Background: an optimization exercise with open tools, aiming at small area. Do not read the settings as production practice. In this exercise RTL edits were held to simulation tests only and were not proved equivalent to the original. Power figures rest on the tool's default switching activity, not on a simulated workload.

**config.mk**
```make
export PLATFORM = sky130hd
export DESIGN_NAME = enduro_video
export DESIGN_NICKNAME = enduro_video
export VERILOG_FILES = /design/flow/design.v
export SDC_FILE = /design/flow/constraint.sdc
export NUM_CORES = 4
export LEC_CHECK = 0
export CAP_MARGIN = 20
export CORE_MARGIN = 2
export CORE_UTILIZATION = 40
export SLEW_MARGIN = 20
```
**constraint.sdc**
```tcl
create_clock -name core_clock -period 15.0 [get_ports {iVGA_CLK}]
set_input_delay 3.0000 -clock core_clock [delete_from_list [all_inputs] [get_ports {iVGA_CLK}]]
set_output_delay 3.0000 -clock core_clock [all_outputs]
set_load 0.01 [all_outputs]
```
**design.v**
```verilog
module enduro_video(iRST_n,
                    iVGA_CLK,
                    show_cars,
                    car_user_x,
                    car2_x,
                    car2_y,
                    car3_x,
                    car3_y,
                    oBLANK_n,
                    oHS,
                    oVS,
                    b_data,
                    g_data,
                    r_data);
input iRST_n;
input iVGA_CLK;
input show_cars;
input [9:0] car_user_x;
input [9:0] car2_x;
input [9:0] car2_y;
input [9:0] car3_x;
input [9:0] car3_y;
output oBLANK_n;
output reg oHS;
output reg oVS;
output [7:0] b_data;
output [7:0] g_data;
output [7:0] r_data;
function lt10(input [9:0] a, input [9:0] b);
  integer i;
  reg r;
  begin
    r = 1'b0;
    for (i = 0; i < 10; i = i + 1)
      r = (~a[i] & b[i]) | (~(a[i] ^ b[i]) & r);
    lt10 = r;
  end
endfunction
function [10:0] add10(input [9:0] a, input [9:0] b);
  integer i;
  reg c;
  begin
    c = 1'b0;
    for (i = 0; i < 10; i = i + 1) begin
      add10[i] = a[i] ^ b[i] ^ c;
      c = (a[i] & b[i]) | (c & (a[i] ^ b[i]));
    end
    add10[10] = c;
  end
endfunction
function [9:0] dec10(input [9:0] a);
  integer i;
  reg b;
  begin
    b = 1'b1;
    for (i = 0; i < 10; i = i + 1) begin
      dec10[i] = a[i] ^ b;
      b = b & ~a[i];
    end
  end
endfunction
reg [9:0] XN;
reg [9:0] YN;
wire [9:0] X = ~XN;
wire [9:0] Y = ~YN;
wire h0 = (X == 10'd655);           
wire eol = (X == 10'd654);          
always @(posedge iVGA_CLK, negedge iRST_n)
  if (!iRST_n) begin
    XN <= ~10'd655;
    YN <= ~10'd491;
  end else begin
    XN <= (X == 10'd799) ? ~10'd0 : dec10(XN);
    if (eol)
      YN <= (Y == 10'd524) ? ~10'd0 : dec10(YN);
  end
always @(posedge iVGA_CLK, negedge iRST_n)
  if (!iRST_n) begin
    oHS <= 1'b0;
    oVS <= 1'b0;
  end else begin
    oHS <= h0 ? oHS : (lt10(X, 10'd656) | ~lt10(X, 10'd752));
    oVS <= h0 ? oVS : ~(Y == 10'd491 || Y == 10'd492);
  end
assign oBLANK_n = ~lt10(X, 10'd1) & lt10(X, 10'd641) & lt10(Y, 10'd480);
reg [3:0] rmod;
reg band;
always @(posedge iVGA_CLK)
  if (eol) begin
    if (Y == 10'd524) begin
      rmod <= 4'd0;
      band <= 1'b0;
    end else if (rmod[3] & rmod[0]) begin
      rmod <= 4'd0;
      band <= ~band;
    end else
      rmod <= rmod + 4'd1;
  end
wire [2:0] code;
enduro_color color (.XN(XN), .YN(YN[8:0]), .band(band), .show_cars(show_cars),
                    .car_user_x(car_user_x), .car2_x(car2_x), .car2_y(car2_y),
                    .car3_x(car3_x), .car3_y(car3_y), .code(code));
reg [2:0] c;
always @(posedge iVGA_CLK)
  c <= code;
wire r_hi = c[2];
wire r_lo = c[2] | (c[0] & ~c[1]);
wire g7 = c[1] & c[0];
wire g6 = c[1] | c[0];
wire g5 = c[1];
wire g4 = c[1] | (c[0] & ~c[2]);
wire g2 = c[0];
assign r_data = {r_hi, r_lo, r_hi, r_lo, r_hi, r_lo, r_hi, r_lo};
assign g_data = {g7, g6, g5, g4, g5, g2, g5, g6};
assign b_data = {g5, g4, g5, g4, g5, g4, g5, g4};
endmodule
module enduro_color(
    input [9:0] XN,
    input [8:0] YN,
    input band,
    input show_cars,
    input [9:0] car_user_x,
    input [9:0] car2_x,
    input [9:0] car2_y,
    input [9:0] car3_x,
    input [9:0] car3_y,
    output reg [2:0] code);
localparam BLK = 3'b000, GRY = 3'b001, BLU = 3'b010, CYN = 3'b011,
           RED = 3'b100, ORG = 3'b101, WHT = 3'b111;
function lt10(input [9:0] a, input [9:0] b);
  integer i;
  reg r;
  begin
    r = 1'b0;
    for (i = 0; i < 10; i = i + 1)
      r = (~a[i] & b[i]) | (~(a[i] ^ b[i]) & r);
    lt10 = r;
  end
endfunction
function [10:0] add10(input [9:0] a, input [9:0] b);
  integer i;
  reg c;
  begin
    c = 1'b0;
    for (i = 0; i < 10; i = i + 1) begin
      add10[i] = a[i] ^ b[i] ^ c;
      c = (a[i] & b[i]) | (c & (a[i] ^ b[i]));
    end
    add10[10] = c;
  end
endfunction
wire [9:0] X = ~XN;
wire [8:0] y = ~YN;
reg [2:0] track;
always @(*) begin
  if (lt10(X, 10'd120) || ~lt10(X, 10'd520)) track = CYN;
  else if (lt10(X, 10'd128) || ~lt10(X, 10'd512)) track = band ? RED : WHT;
  else if (X == 10'd223 || X == 10'd319 || X == 10'd414) track = WHT;
  else track = BLK;
end
function [1:0] sprite(input [4:0] dx, input [5:0] dy);
  reg side;
  begin
    side = (dx == 5'd0) || (dx == 5'd22);
    if ((dy <= 6'd1 && (dx == 5'd3 || dx == 5'd4 || dx == 5'd18 || dx == 5'd19)) ||
        (dy >= 6'd7 && dy <= 6'd10 && dx >= 5'd5 && dx <= 5'd17) ||
        (dy >= 6'd27 && dy <= 6'd29 && dx >= 5'd6 && dx <= 5'd16) ||
        ((dx == 5'd2 || dx == 5'd20) && dy >= 6'd13 && dy <= 6'd23) ||
        ((dx == 5'd3 || dx == 5'd19) && dy >= 6'd12 && dy <= 6'd24))
      sprite = 2'd1;
    else if (side && ((dy >= 6'd3 && dy <= 6'd6) || (dy >= 6'd29 && dy <= 6'd32)))
      sprite = 2'd2;
    else if (side && (dy == 6'd0 || dy == 6'd35))
      sprite = 2'd3;
    else
      sprite = 2'd0;
  end
endfunction
wire [10:0] s1 = add10(XN, car_user_x);
wire [10:0] s2 = add10(XN, car2_x);
wire [10:0] s3 = add10(XN, car3_x);
wire [10:0] t2 = add10({1'b0, YN}, car2_y);
wire [10:0] t3 = add10({1'b0, YN}, car3_y);
wire inx1 = ~s1[10] & (&s1[9:5]) & (s1[4] | (s1[3] & (|s1[2:0])));
wire inx2 = ~s2[10] & (&s2[9:5]) & (s2[4] | (s2[3] & (|s2[2:0])));
wire inx3 = ~s3[10] & (&s3[9:5]) & (s3[4] | (s3[3] & (|s3[2:0])));
wire mx1 = (s1 == 11'd1024) | (s1[9:0] == 10'd1000);
wire mx2 = (s2 == 11'd1024) | (s2[9:0] == 10'd1000);
wire mx3 = (s3 == 11'd1024) | (s3[9:0] == 10'd1000);
wire iny2 = (t2[10:6] == 5'b00111) & (t2[5] | (&t2[4:2]));
wire iny3 = (t3[10:6] == 5'b00111) & (t3[5] | (&t3[4:2]));
wire my2 = t2 == 11'd503;
wire my3 = t3 == 11'd503;
wire iny1 = ~lt10({1'b0, y}, 10'd444);
wire my1 = y == 9'd452;
wire [5:0] dy1 = {y[5:2] + 4'd1, y[1:0]};
wire hit1 = inx1 & iny1;
wire m1 = mx1 & my1;
wire hit2 = inx2 & iny2 & (car2_y != 10'd0);
wire m2 = mx2 & my2;
wire hit3 = inx3 & iny3;
wire m3 = mx3 & my3;
wire [4:0] dxs = hit1 ? ~s1[4:0] : hit2 ? ~s2[4:0] : ~s3[4:0];
wire [5:0] dys = hit1 ? dy1 : hit2 ? ~t2[5:0] : ~t3[5:0];
wire [1:0] cls = sprite(dxs, dys);
wire [2:0] body = hit1 | m1 ? BLU : ORG;
wire [2:0] scl = (cls == 2'd1) ? WHT : (cls == 2'd2) ? GRY : (cls == 2'd3) ? BLK : body;
always @(*) begin
  if (!show_cars) code = track;
  else if (hit1) code = scl;
  else if (m1) code = BLU;
  else if (hit2 | (~m2 & hit3)) code = scl;
  else if (m2 | m3) code = ORG;
  else code = track;
end
endmodule
```
**run.sh**
```bash
#!/bin/bash
# synth_recipe.tcl (not shown) runs the flow's synth.tcl, then flattens the netlist and writes it again
# the make line also repeats each setting of config.mk as NAME=value (left out here)
make -C /OpenROAD-flow-scripts/flow DESIGN_CONFIG=/design/flow/config.mk WORK_HOME=/design/flow/orfs CLKGATE_MAP_FILE= SYNTH_SCRIPT=/design/flow/synth_recipe.tcl finish
```
==> results of run 1 <==
## area by class of cell
cell class	count	area, um^2	share of cell area [%]
Inverter	75	282	5.22
Timing Repair Buffer	79	786	14.6
Clock inverter	2	12.5	0.232
Multi-Input combinational cell	367	3230	59.9
Clock buffer	6	139	2.58
Sequential cell	30	769	14.3
Tap cell	140	175	3.25
## layer usage
layer | wire length (um) | up-vias | part of all wire, %
met5 | 0 | - | 0
li1 | - | 1897 | -
met2 | 5980 | 142 | 49
met3 | 792 | 16 | 6.4
met1 | 5320 | 1957 | 43
met4 | 203 | 0 | 1.7
## worst reg2reg max path, delay by kind of cell, from the launching register on
family | cells | cell delay [ps]
compound gates | 5 | 1230
fa+ha+maj | 10 | 3870
buf+inv | 1 | 50
flops | 1 | 520
simple gates | 4 | 1340
## where the power goes
group | switching [mW] | total, mW | internal, mW
sequential | 0.000139 | 0.0828 | 0.0827
combinational | 0.0343 | 0.0662 | 0.0319
clock | 0.0426 | 0.108 | 0.0658
total | 0.0771 | 0.258 | 0.180
## kinds of logic (layout without fill, tap and decap cells)
group,count (synthesis),count (layout)
and+or+nand+nor,183,183
adders and majority gates,74,74
muxes,5,5
AOI/OAI and AO/OA,100,100
xor gates and xnor gates,5,5
DFF,30,30
buffers and inverters,117,162
## cells in the mapped netlist (4+ instances only)
master     n
a31oi_1   16
clkbuf_1   7
or4_1      4
nand4b_1   7
o21ai_0   13
buf_2      9
o41ai_1    6
inv_1     75
edfxtp_1   5
mux2i_1    5
a21oi_1   11
nor2_1    31
nor4_1     8
and2_1     4
nand3_1   12
dfrtp_1   15
buf_4     24
nor3_1    19
nor3b_1    5
nand4_1   14
o31ai_1    4
ha_1      31
dfstp_2    7
o41a_1     5
nor4_2     4
nand2_1   41
fa_1      43
o31a_1     4
and3_1     5
## worst paths after layout
kind / from / endpoint
worst max-delay path: car2_x[0] / c[0]
worst min-delay path: YN[2] / YN[2]
worst max register to register: XN[0] / c[0]
worst min register to register: YN[2] / YN[2]
max in group asynchronous: iRST_n / XN[8]
min in group asynchronous: iRST_n / XN[9]
## sequential cells by signal (all words and copies together), names as in the netlist
register,count
XN,10
rmod,4
oHS,1
YN,10
c,3
band,1
oVS,1
==> summary.txt, run 1 <==
via count -> 4012
Design Area, Final -> 5390 um^2
PwrDens -> 47.8 nW/um^2
cts bufs inserted -> 5
Post-synth EDFFs -> 5
Clock Latency Late Sink -> 280 ps
CTS H-tree depth -> 2
Hold Fails Final Rpt -> 0
Cell Area, Synth -> 4550 um^2
leakage power -> 2.19 nW
drt total wl -> 12300 um
Top FF cell, synth -> dfrtp_1
Netlist cell types -> 80
critical path's slowest cell -> or4b_1
met3 Use GR -> 3.18%
Worst Path Arrival -> 9870 ps
Initial Util -> 41.4%
Synth Area in XOR/XNOR -> 0.963%
Util after Layout -> 49.1%
DIE AREA -> 12200 um^2
first-pass GRT wire length -> 20200 um
Worst path depth -> 21
nets -> 685
Synth top area share -> 18.9%
synthesized area per cell -> 8.84 um^2
CP peak stage delay -> 580 ps
CP Capture Type -> flop
post-cts sizing count -> 0
Hold WS -> 530 ps
period utilization -> 64.4%
area leader, netlist -> fa_1
commonest non-fill, non-tap cell in the layout -> clkdlybuf4s50_1
CP Cell Sequence -> clkdlybuf4s50_1 > ha_1 > inv_1 > fa_1 > fa_1 > fa_1 > fa_1 > fa_1 > fa_1 > fa_1 > fa_1 > fa_1 > nor4_4 > nand3_2 > o41ai_1 > a31oi_1 > or4b_1 > o211ai_1 > a41oi_1 > and3_4 > a31oi_2
share of cells above drive strength 1 -> 7.69%
#FFs+latches synth -> 30
VDD IR max -> 0.0386 mV
GRT Total Usage -> 20.3%
CTS Sinks -> 30
RSZ-0062 raised after global routing -> false
Most Crowded Layer GR -> met2
Setup TNS Final -> 0 ps
met1 GRT Util -> 27.2%
CTS clk-pin slew, worst paths -> 60 ps
Max Fclk -> 104 MHz
max-cap check violation count -> 0
largest family of logic cells by synthesized area -> adder cells
clock buffer depth -> 2
Simple-Gate Fraction of Synth Area -> 23.5%
core footprint -> 11000 um^2
drt pass-1 iters -> 5
Crit Path Max Fanout -> 14
Crit path max-delay family -> adder cells
synth-to-layout area growth -> 18.6%
Syn. warnings -> 2
Synth async-reset ratio -> 73.3%
Syn Nets -> 641
# hold bufs at CTS -> 0
fillers -> 1056
placed instance count -> 691
Post-Synth Adder-Cell Area -> 27.5%
largest net degree at the start of global routing -> 26
Post-CTS Setup Inserts -> 0
WP buf/inv -> 2
compound-cell area share of the yosys netlist -> 18.0%
Seq/Total Area, Yosys -> 16.9%
Synth Instances -> 514
Area after DPL -> 5250 um^2
final instance count without filler cells -> 699
Pwr Total -> 258 uW
status -> timing/DRC/antenna clean
critical path type -> primary input to flop
worst hold path depth -> 2
met2 Use GR -> 34.1%
vias per cell -> 5.74
r2r worst-path depth -> 20
Worst Path Required -> 15210 ps
# rows -> 38
flop2flop setup slack -> 7940 ps
Startpoint Class -> primary input
Worst slew margin -> 42.3%
number of global-route vias before repair -> 4035
DRC -> 0
grt total ovfl -> 0
post-route ant nets -> 0
die width -> 111 um
Port Buf Inserts -> 79
synth top area cells -> fa_1 (19%), ha_1 (8.5%), dfrtp_1 (8.3%)
1st-iter DRT viols -> 184
worst hold path type -> flop to flop
minimum clock period -> 9650 ps
ANT cells -> 0
Ports -> 80
Finish-stage setup viols -> 0
Setup Skew -> 11.2 ps
post-detail-place hpwl -> 10200 um
Root Buffer -> clkbuf_16
WL/cell -> 17.6 um
routability cong. -> 0.891
mux contribution to synthesized area -> 1.10%
commonest non-fill, non-tap cells in the layout -> clkdlybuf4s50_1 (78), inv_1 (75), fa_1 (43)
CTS tree -> yes
setup ws final -> 5350 ps
initial antenna violation count -> 0
Worst Tran Pin Value -> 865 ps
dpl ws -> 5150 ps
fin. max-slew vios -> 0
Most common cell on crit path -> fa_1
Die Ht -> 111 um
==> run 2: changes to the inputs <==
--- a/design.v
+++ b/design.v
@@ -40,12 +40,12 @@
   integer i;
   reg c;
   begin
-    c = 1'b0;
+    c = 1'b1;
     for (i = 0; i < 10; i = i + 1) begin
-      add10[i] = a[i] ^ b[i] ^ c;
-      c = (a[i] & b[i]) | (c & (a[i] ^ b[i]));
+      add10[i] = ~(~a[i] ^ ~b[i] ^ c);
+      c = (~a[i] & ~b[i]) | (c & (~a[i] ^ ~b[i]));
     end
-    add10[10] = c;
+    add10[10] = ~c;
   end
 endfunction
 function [9:0] dec10(input [9:0] a);
@@ -141,12 +141,12 @@
   integer i;
   reg c;
   begin
-    c = 1'b0;
+    c = 1'b1;
     for (i = 0; i < 10; i = i + 1) begin
-      add10[i] = a[i] ^ b[i] ^ c;
-      c = (a[i] & b[i]) | (c & (a[i] ^ b[i]));
+      add10[i] = ~(~a[i] ^ ~b[i] ^ c);
+      c = (~a[i] & ~b[i]) | (c & (~a[i] ^ ~b[i]));
     end
-    add10[10] = c;
+    add10[10] = ~c;
   end
 endfunction
 wire [9:0] X = ~XN;
==> flow/run.sh (new file) <==
#!/bin/bash
# Own layout flow: the standard flow (standard.sh) with two changes:
#  - synthesis maps the logic with the area-oriented ABC script flow/abc.script
#    (everything else in ORFS's synthesis, and the standard flow's wrapper around it, is unchanged,
#    so the registers keep the standard synthesis's names and cell types);
#  - the port buffers that global placement inserts are sky130_fd_sc_hd__buf_1.
# Each tool's output goes to a log file here; ORFS's own logs are under orfs/logs.
set -euo pipefail
W=$PWD
# ORFS's synth.tcl, with its abc call given our script
sed 's|^\( *\)log_cmd abc {\*}$abc_args|\1set abc_args [lreplace $abc_args 1 1 '"$W"'/flow/abc.script]\n\1log_cmd abc {*}$abc_args|' \
  "$FLOW_HOME/scripts/synth.tcl" > "$W/own_synth.tcl"
grep -q "flow/abc.script" "$W/own_synth.tcl"
sed "s|\$::env(SCRIPTS_DIR)/synth.tcl|$W/own_synth.tcl|" synth_recipe.tcl > own_synth_recipe.tcl
grep -q "own_synth.tcl" own_synth_recipe.tcl
sed "s|SYNTH_SCRIPT=[^ ]*|SYNTH_SCRIPT=$W/own_synth_recipe.tcl|" standard.sh > own_standard.sh
grep -q "own_synth_recipe.tcl" own_standard.sh
export BUFFER_PORTS_ARGS="-buffer_cell sky130_fd_sc_hd__buf_1"
bash own_standard.sh synth > synth.log 2>&1
bash own_standard.sh > layout.log 2>&1
==> flow/abc.script (new file) <==
strash
&get -n
&fraig -x
&put
scorr
dc2
dretime
strash
&get -n
&dch -f
&nf
&put
==> standard.sh (new file) <==
#!/bin/bash
# synth_recipe.tcl (not shown) runs the flow's synth.tcl, then flattens the netlist and writes it again
# the make line also repeats each setting of config.mk as NAME=value (left out here)
make -C /OpenROAD-flow-scripts/flow DESIGN_CONFIG=/design/flow/config.mk WORK_HOME=/design/flow/orfs CLKGATE_MAP_FILE= SYNTH_SCRIPT=/design/flow/synth_recipe.tcl "${@:-finish}"
removed: run.sh
==> run 2 against run 1 <==
- still clean
- global-route usage is 0.27 points lower
- sequential share of layout area is 3.7 points higher
- fmax is 2.7% lower
- sequential cell count stayed put
- count of clock-buffer cells in the layout is 1 lower
- utilization is 4.6 points lower
- final area is 20% lower
- critical path type unchanged
- critical endpoint unchanged
- largest cell class unchanged
- largest power group is now sequential cells
- highest routed layer unchanged
==> summary.txt, run 2 <==
number of global-route vias before repair -> 3414 (was 4035)
synth-to-layout area growth -> 10.0% (was 18.6%)
PwrDens -> 46.6 nW/um^2 (was 47.8 nW/um^2)
dpl ws -> 4890 ps (was 5150 ps)
Psw -> 65.3 uW (was 77.1 uW)
drt total wl -> 10100 um (was 12300 um)
critical path type -> primary input to flop (unchanged)
largest net degree at the start of global routing -> 23 (was 26)
Synth async-reset ratio -> 73.3% (unchanged)
Worst slew margin -> 47.5% (was 42.3%)
max-cap check violation count -> 0 (unchanged)
vias per cell -> 5.45 (was 5.74)
hold_sp -> oHS (was YN[2])
count leader, synth -> clkinv_1 (was inv_1)
Clock Latency Late Sink -> 290 ps (was 280 ps)
Port Buf Inserts -> 79 (unchanged)
DRC -> 0 (unchanged)
leakage power -> 1.55 nW (was 2.19 nW)
Top FF cell, synth -> dfrtp_1 (unchanged)
Synth Instances -> 438 (was 514)
synth top area cells -> fa_1 (22%), ha_1 (9.9%), dfrtp_1 (9.6%) (was fa_1 (19%), ha_1 (8.5%), dfrtp_1 (8.3%))
clock buffer depth -> 2 (unchanged)
post-detail-place hpwl -> 8500 um (was 10200 um)
fin. max-slew vios -> 0 (unchanged)
CTS Sinks -> 30 (unchanged)
via count -> 3473 (was 4012)
# hold bufs at CTS -> 0 (unchanged)
Setup Skew -> 4.11 ps (was 11.2 ps)
Combinational Power Share -> 25.1% (was 25.7%)
Post-synth top cells -> clkinv_1 (46), fa_1 (43), nor2_1 (43) (was inv_1 (75), fa_1 (43), nand2_1 (41))
Synth top area share -> 22.1% (was 18.9%)
core footprint -> 9640 um^2 (was 11000 um^2)
clock group share of total power -> 33.3% (was 42.1%)
synthesized area per cell -> 8.91 um^2 (was 8.84 um^2)
Syn. warnings -> 2 (unchanged)
ANT cells -> 0 (unchanged)
1st-iter DRT viols -> 168 (was 184)
Setup TNS Final -> 0 ps (unchanged)
Ports -> 80 (unchanged)
Worst Path Required -> 15160 ps (was 15210 ps)
setup ws final -> 5080 ps (was 5350 ps)
Die Ht -> 103 um (was 111 um)
drt pass-1 iters -> 4 (was 5)
Util after Layout -> 44.5% (was 49.1%)
Cell Area, Synth -> 3900 um^2 (was 4550 um^2)
internal power -> 135 uW (was 180 uW)
largest registers -> XN: 10 flops, YN: 10 flops, rmod: 4 flops (unchanged)
Hold Fails Final Rpt -> 0 (unchanged)
DIE AREA -> 10600 um^2 (was 12200 um^2)
CTS H-tree depth -> 2 (unchanged)
VDD IR max -> 0.0313 mV (was 0.0386 mV)
die width -> 103 um (was 111 um)
minimum clock period -> 9920 ps (was 9650 ps)
worst hold path type -> flop to flop (unchanged)
CTS clk-pin slew, worst paths -> 70 ps (was 60 ps)
sw frac -> 32.7% (was 29.9%)
Pwr Total -> 200 uW (was 258 uW)
WL/cell -> 15.9 um (was 17.6 um)
post-route ant nets -> 0 (unchanged)
Crit Path Max Fanout -> 16 (was 14)
Syn Nets -> 565 (was 641)
RSZ-0062 raised after global routing -> false (unchanged)
Root Buffer -> clkbuf_8 (was clkbuf_16)
period utilization -> 66.1% (was 64.4%)
commonest non-fill, non-tap cells in the layout -> buf_1 (79), clkinv_1 (47), nor2_1 (43), fa_1 (43), nand2_1 (32) (was clkdlybuf4s50_1 (78), inv_1 (75), fa_1 (43))
Finish-stage setup viols -> 0 (unchanged)
Post-synth EDFFs -> 5 (unchanged)
Worst R2R Start -> XN[0] (unchanged)
nets -> 630 (was 685)
Startpoint Class -> primary input (unchanged)
CTS tree -> yes (unchanged)
first-pass GRT wire length -> 16300 um (was 20200 um)
area leader, netlist -> fa_1 (unchanged)
share of cells above drive strength 1 -> 3.37% (was 7.69%)
Worst Tran Pin Value -> 768 ps (was 865 ps)
Initial Util -> 40.5% (was 41.4%)
Post-CTS Setup Inserts -> 0 (unchanged)
cts bufs inserted -> 5 (unchanged)
#FFs+latches synth -> 30 (unchanged)
# rows -> 36 (was 38)
sequential fraction of design power -> 41.6% (was 32.2%)
CP Capture Type -> flop (unchanged)
Max Fclk -> 101 MHz (was 104 MHz)
Worst Path Arrival -> 10080 ps (was 9870 ps)
Netlist cell types -> 52 (was 80)
routability cong. -> 0.952 (was 0.891)
GRT Total Usage -> 20.1% (was 20.3%)
commonest non-fill, non-tap cell in the layout -> buf_1 (was clkdlybuf4s50_1)
Seq/Total Area, Yosys -> 19.7% (was 16.9%)
crit path from -> car_user_x[0] (was car2_x[0])
status -> timing/DRC/antenna clean (unchanged)
initial antenna violation count -> 0 (unchanged)
post-cts sizing count -> 0 (unchanged)
grt total ovfl -> 0 (unchanged)
-- run 2: cell types whose count changed in the layout (fill, tap and decap cells not counted), sizes merged, moves of 6 or more --
| cell | before | now |
|---|---|---|
| nand2 | 41 | 32 |
| a21oi | 11 | 28 |
| a31oi | 18 | 6 |
| nor4 | 14 | 7 |
| mux2i | 5 | 11 |
| clkinv | 1 | 48 |
| clkdlybuf4s50 | 78 | 0 |
| nor2 | 33 | 43 |
| inv | 75 | 0 |
| buf | 1 | 82 |
-- run 2: per-stage QoR --
| stage | instances | area, um^2 | hold WS [ps] |
|---|---|---|---|
| after global routing | 637 | 4290 | 583 |
| after detailed placement | 629 | 4210 | 497 |
| after global placement | 629 | 4210 | 500 |
| final | 637 | 4290 | 522 |
| after CTS | 637 | 4290 | 531 |
| after floorplan | 438 | 3900 | 509 |
-- run 2: layer usage --
metal / vias up / global-route usage, % / routed length [um]
met5: - / 0 / 0
met4: 0 / 6.68 / 243
met3: 18 / 2.78 / 438
met2: 109 / 35.1 / 5090
met1: 1671 / 25.7 / 4370
li1: 1675 / - / -
-- run 2: kinds of logic after synthesis --
| logic type | synth area share [%] |
|---|---|
| xor+xnor | 1.12 |
| mux | 2.82 |
| buf+inv | 9.04 |
| flops | 19.7 |
| fa+ha+maj | 32.0 |
| simple gates | 21.1 |
| compound gates | 14.2 |
-- run 2: power by group through the flow --
stage	clock network [mW]	registers (mW)	logic (mW)
after floorplan	0	0.0847	0.0341
after CTS	0.0674	0.0832	0.0502
final	0.0665	0.0832	0.0502
after detailed placement	0	0.0848	0.0500
after global placement	0	0.0847	0.0492
after global routing	0.0710	0.0832	0.0571
-- run 2: worst max-delay path: stages --
cell      delay (ps)
buf_1             80
ha_1             210
fa_1             400
fa_1             390
fa_1             380
fa_1             380
fa_1             390
fa_1             380
fa_1             370
clkinv_1          60
fa_1             170
fa_1             430
nor4b_1          650
nand4_1          710
a21oi_1          690
o21ai_0          240
nor3b_1          190
o41ai_1          510
a22oi_1          130
o31ai_1          220
o22ai_1           90
-- run 2: path summary, 6_finish.rpt --
check	endpoint	slack (ps)	cells past startpoint
setup / recovery	c[0]	5080	21
hold / removal	oHS	520	2
setup reg to reg	c[0]	7310	20
hold reg to reg	oHS	520	2
max in group asynchronous	XN[6]	12040	2
min in group asynchronous	YN[1]	2670	2
-- run 2: final cells by class --
class / count / area (um^2)
Multi-Input combinational cell: 338 / 2780
Tap cell: 133 / 166
Inverter: 46 / 173
Fill cell: 982 / 5350
Timing Repair Buffer: 82 / 319
Clock buffer: 5 / 68.8
Clock inverter: 3 / 16.3
Sequential cell: 30 / 769

[what the ideal ports hide]
No port has a modelled driver above. Below, the same layouts with a new extraction and two added sets of constraints. Step 1, drivers: a clkbuf_16 drives iVGA_CLK and a buf_2 each remaining input, both assumed. Step 2, shift: input delay + t, output delay - t, t = (earliest + latest rising clock arrival at the registers) / 2. This alone moves slack from input paths to output paths. Three values: ideal ports, drivers, drivers and shift; two values: the first two.
run	shift t [ns]	setup slack, ns	worst setup path at the end	worst data-port slew with drivers (ns)
run 1	0.321	5.346 / 5.359 / 5.038	input to register	0.04
run 2	0.312	5.081 / 5.086 / 4.773	input to register	0.04
After both steps every run listed still meets setup and hold.
